This is an optimization exercise on Yosys and OpenROAD, whose aim is small area and a short achievable clock period, not a production implementation.
Where RTL was checked, it was by simulation tests only, not by an equivalence proof against the original.
Power figures rest on the tool's default switching activity, not on a simulated workload.

==> inputs of job 7193 <==
Design balance_cntrl, start of the top module:
module balance_cntrl
# (parameter fast_sim=1)
(
input clk, rst_n,
input vld, pwr_up, rider_off,
input logic signed [15:0] ptch,
input logic signed [15:0] ptch_rt,
input logic [11:0] steer_pot,
input logic en_steer,
output logic signed [11:0] lft_spd,
output logic signed [11:0] rght_spd,
output logic too_fast
);
==> module PID, before the edit <==
module PID(
input clk, rst_n,
input pwr_up,
input logic [17:0] integrator_in,
output logic signed [17:0] integrator,
output logic [7:0] ss_tmr
);
logic [10:0] pre;
logic [10:0] pre_inc;
logic [7:0] ss_inc;
logic [11:0] pc;
logic [8:0] sc;
always_comb begin
  pc[0] = 1'b1;
  for (int k = 0; k < 11; k++) begin
    pre_inc[k] = pre[k] ^ pc[k];
    pc[k+1] = pc[k] & pre[k];
  end
  sc[0] = pc[11] & !(&ss_tmr);
  for (int k = 0; k < 8; k++) begin
    ss_inc[k] = ss_tmr[k] ^ sc[k];
    sc[k+1] = sc[k] & ss_tmr[k];
  end
end
always_ff @(posedge clk, negedge rst_n) begin
  if (!rst_n)
    integrator <= 18'h00000;
  else
    integrator <= integrator_in;
end
always_ff @(posedge clk, negedge rst_n) begin
  if (!rst_n) begin
    pre <= 11'h000;
    ss_tmr <= 8'h00;
  end else if (!pwr_up) begin
    pre <= 11'h000;
    ss_tmr <= 8'h00;
  end else begin
    pre <= pre_inc;
    ss_tmr <= ss_inc;
  end
end
endmodule
clock: 35.0 ns
lec_check: 0
abc_area: 1
cap_margin: 20
core_margin: 2
core_utilization: 65
slew_margin: 20
standard.sh (not shown) runs the stock make flow with config.mk's settings and CLKGATE_MAP_FILE= SYNTH_SCRIPT=/design/flow/synth_recipe.tcl, a recipe that flattens the netlist after the stock synthesis.
==> flow/flow/run.sh <==
#!/bin/bash
# Layout flow: the standard synthesis, then an inverter clean-up around the
# full-adder cells (polarity.py) and a re-map of the remaining gates
# (remap.tcl, ABC area script), then the standard layout steps with plain
# buf_1 port buffers and a setup-repair target of MARGIN ns.
set -euo pipefail
MARGIN=8
R=orfs/results/sky130hd/balance_cntrl/base
bash standard.sh synth > 1_standard_synth.log 2>&1
cp $R/1_2_yosys.v std_1_2_yosys.v
python3 flow/polarity.py std_1_2_yosys.v pol.v > 2_polarity.log 2>&1
export REMAP_IN=pol.v REMAP_OUT=remap.v
export REMAP_LIB=$FLOW_HOME/platforms/sky130hd/lib/sky130_fd_sc_hd__tt_025C_1v80.lib
export REMAP_ABC_SCRIPT=$FLOW_HOME/scripts/abc_area.script
export REMAP_DONT_USE="$(sed -n '/DONT_USE_CELLS += /,/^$/p' $FLOW_HOME/platforms/sky130hd/config.mk | grep -o 'sky130_fd_sc_hd__[a-z0-9_]*' | tr '\n' ' ')"
yosys -c flow/remap.tcl > 3_remap.log 2>&1
cp remap.v $R/1_2_yosys.v
rm -f $R/1_synth.odb $R/1_synth.sdc
ARGS=("BUFFER_PORTS_ARGS=-buffer_cell sky130_fd_sc_hd__buf_1")
if [ "$MARGIN" != "none" ]; then
  ARGS+=("SETUP_SLACK_MARGIN=$MARGIN")
fi
bash standard.sh "${ARGS[@]}" finish > 4_standard_finish.log 2>&1
==> flow/flow/remap.tcl <==
# Re-map the random logic around the kept adder cells and flip-flops.
# env: REMAP_IN, REMAP_OUT, REMAP_LIB, REMAP_ABC_SCRIPT, REMAP_DONT_USE
yosys -import
set L $::env(REMAP_LIB)
read_liberty -ignore_miss_func -ignore_buses $L
read_verilog -defer $::env(REMAP_IN)
hierarchy -top balance_cntrl
foreach c {fa_1 fa_2 fa_4 dfrtp_1 dfrtp_2 dfrtp_4 dfxtp_1 conb_1} {
  catch { blackbox sky130_fd_sc_hd__$c }
}
flatten
opt_clean -purge
techmap
opt -fast
set dont_use {}
foreach c $::env(REMAP_DONT_USE) { lappend dont_use -dont_use $c }
abc -script $::env(REMAP_ABC_SCRIPT) -liberty $L {*}$dont_use
opt_clean -purge

stat -liberty $L
write_verilog -noattr -noexpr -nohex -nodec -selected $::env(REMAP_OUT)
Other scripts of this flow, unchanged in this note and not shown: flow/flow/polarity.py
==> inputs of job 3082, as changes to job 7193 <==
--- a/flow/design.v
+++ b/flow/design.v
@@ -7,15 +7,10 @@
 );
 logic [10:0] pre;
-logic [10:0] pre_inc;
 logic [7:0] ss_inc;
-logic [11:0] pc;
 logic [8:0] sc;
+wire pre_fb = ~(pre[10] ^ pre[8]) ^ (&pre[9:0]);
+wire pre_wrap = pre[10] && !(|pre[9:0]);
 always_comb begin
-  pc[0] = 1'b1;
-  for (int k = 0; k < 11; k++) begin
-    pre_inc[k] = pre[k] ^ pc[k];
-    pc[k+1] = pc[k] & pre[k];
-  end
-  sc[0] = pc[11] & !(&ss_tmr);
+  sc[0] = pre_wrap & !(&ss_tmr);
   for (int k = 0; k < 8; k++) begin
     ss_inc[k] = ss_tmr[k] ^ sc[k];
@@ -37,5 +32,5 @@
     ss_tmr <= 8'h00;
   end else begin
-    pre <= pre_inc;
+    pre <= {pre[9:0], pre_fb};
     ss_tmr <= ss_inc;
   end
--- a/flow/flow/run.sh
+++ b/flow/flow/run.sh
@@ -5,17 +5,17 @@
 # buf_1 port buffers and a setup-repair target of MARGIN ns.
 set -euo pipefail
-MARGIN=8
+MARGIN=6
 R=orfs/results/sky130hd/balance_cntrl/base
-bash standard.sh synth > 1_standard_synth.log 2>&1
+bash standard.sh  synth > 1_standard_synth.log 2>&1
 cp $R/1_2_yosys.v std_1_2_yosys.v
 python3 flow/polarity.py std_1_2_yosys.v pol.v > 2_polarity.log 2>&1
 export REMAP_IN=pol.v REMAP_OUT=remap.v
 export REMAP_LIB=$FLOW_HOME/platforms/sky130hd/lib/sky130_fd_sc_hd__tt_025C_1v80.lib
-export REMAP_ABC_SCRIPT=$FLOW_HOME/scripts/abc_area.script
+export REMAP_ABC_SCRIPT=flow/abc.script
 export REMAP_DONT_USE="$(sed -n '/DONT_USE_CELLS += /,/^$/p' $FLOW_HOME/platforms/sky130hd/config.mk | grep -o 'sky130_fd_sc_hd__[a-z0-9_]*' | tr '\n' ' ')"
 yosys -c flow/remap.tcl > 3_remap.log 2>&1
 cp remap.v $R/1_2_yosys.v
 rm -f $R/1_synth.odb $R/1_synth.sdc
-ARGS=("BUFFER_PORTS_ARGS=-buffer_cell sky130_fd_sc_hd__buf_1")
+ARGS=( "BUFFER_PORTS_ARGS=-buffer_cell sky130_fd_sc_hd__buf_1")
 if [ "$MARGIN" != "none" ]; then
   ARGS+=("SETUP_SLACK_MARGIN=$MARGIN")
==> flow/flow/abc.script (new file) <==
strash
dc2
dch -f
map -a
strash
dch -f
map -a
topo
buffer -c
upsize -c
dnsize -c
==> inputs of job 6594, as changes to job 7193 <==
--- a/flow/flow/run.sh
+++ b/flow/flow/run.sh
@@ -2,8 +2,7 @@
 # Layout flow: the standard synthesis, then an inverter clean-up around the
 # full-adder cells (polarity.py) and a re-map of the remaining gates
-# (remap.tcl, ABC area script), then the standard layout steps with plain
-# buf_1 port buffers and a setup-repair target of MARGIN ns.
+# (remap.tcl, ABC area script), then the standard layout steps.
 set -euo pipefail
-MARGIN=8
+MARGIN=none
 R=orfs/results/sky130hd/balance_cntrl/base
 bash standard.sh synth > 1_standard_synth.log 2>&1
@@ -17,7 +16,7 @@
 cp remap.v $R/1_2_yosys.v
 rm -f $R/1_synth.odb $R/1_synth.sdc
-ARGS=("BUFFER_PORTS_ARGS=-buffer_cell sky130_fd_sc_hd__buf_1")
-if [ "$MARGIN" != "none" ]; then
-  ARGS+=("SETUP_SLACK_MARGIN=$MARGIN")
+if [ "$MARGIN" = "none" ]; then
+  bash standard.sh finish > 4_standard_finish.log 2>&1
+else
+  bash standard.sh SETUP_SLACK_MARGIN=$MARGIN finish > 4_standard_finish.log 2>&1
 fi
-bash standard.sh "${ARGS[@]}" finish > 4_standard_finish.log 2>&1
- CORE_UTILIZATION: 65 -> 40
==> comparison table <==
quantity                                                                                   job 6594                    job 3082                   job 7193
Destination of the critical timing path                                                 rght_spd[5]                  lft_spd[6]                rght_spd[6]
Routed wire length                                                                          18.9 mm                     16.9 mm                    18.1 mm
Overall Power                                                                              0.529 mW                    0.430 mW                   0.562 mW
Iter 0 DRT Violations                                                                           393                         409                        669
Core Footprint                                                                           18900 um^2                  11300 um^2                 11500 um^2
Pre-CTS setup slack                                                                         6340 ps                     7580 ps                    7030 ps
Destination of the worst register-to-register timing path                 PID_balance.integrator[5]  PID_balance.integrator[15]  PID_balance.integrator[5]
Crit path from                                                                             ptch[15]                    ptch[11]                   ptch[11]
Tap cells                                                                                       260                         143                        143
Result of the run                                                                    finished clean              finished clean             finished clean
Highest clock frequency the design can meet                                                35.0 MHz                    36.4 MHz                   38.1 MHz
Sum of met3 wire segment lengths after detailed routing                                      855 um                      845 um                    1.53 mm
Met2 wire len                                                                               8.55 mm                     8.70 mm                    8.43 mm
Post-synthesis average cell area                                                          7.57 um^2                   7.75 um^2                  7.57 um^2
Layout multi-input combinational cell count                                                     782                         705                        782
Fraction of final layout cells with drive strength greater than 1                             6.30%                       5.93%                      9.32%
Maximum fanout encountered on the critical timing path                                           13                           9                         12
Vias after detailed routing                                                                    6745                        6541                       6963
Worst-path cell with the longest stage delay                       sky130_fd_sc_hd__clkdlybuf4s50_1       sky130_fd_sc_hd__fa_1      sky130_fd_sc_hd__fa_1
Hold wc startpoint                                                               PID_balance.pre[6]   PID_balance.integrator[8]         PID_balance.pre[0]
Comb. pwr                                                                                  0.431 mW                    0.322 mW                   0.457 mW
CP arrival                                                                                 21610 ps                    20460 ps                   19270 ps
For job 3082, only the layout was checked, not whether the RTL still works.

[what the ideal ports hide]
The results above use ideal ports. As a check the final layouts listed here were re-extracted and re-timed, cells and wires unchanged.
Step 1 assumes that a clkbuf_16 drives the clock port and a buf_2 every other input.
Step 2 adds t to the input delays and takes it off the output delays; t is the mean of the earliest and latest rising clock arrival at the registers after step 1. Input paths then give back, and output paths get back, about the clock's delay inside the block.
Three values: no drivers, after step 1, after step 2; two values: the first two.
| run | shift t [ns] | setup WS [ns] | worst setup path at the end |
|---|---|---|---|
| job 7193 | 0.320 | 8.733 / 8.712 / 8.712 | input to output |
| job 3082 | 0.314 | 7.538 / 7.514 / 7.514 | input to output |
| job 6594 | 0.326 | 6.390 / 6.361 / 6.361 | input to output |
After both steps every run listed still meets setup and hold. For job 6594, which loses most, drivers alone change the setup slack by -0.029 ns; drivers and shift together by -0.029 ns.
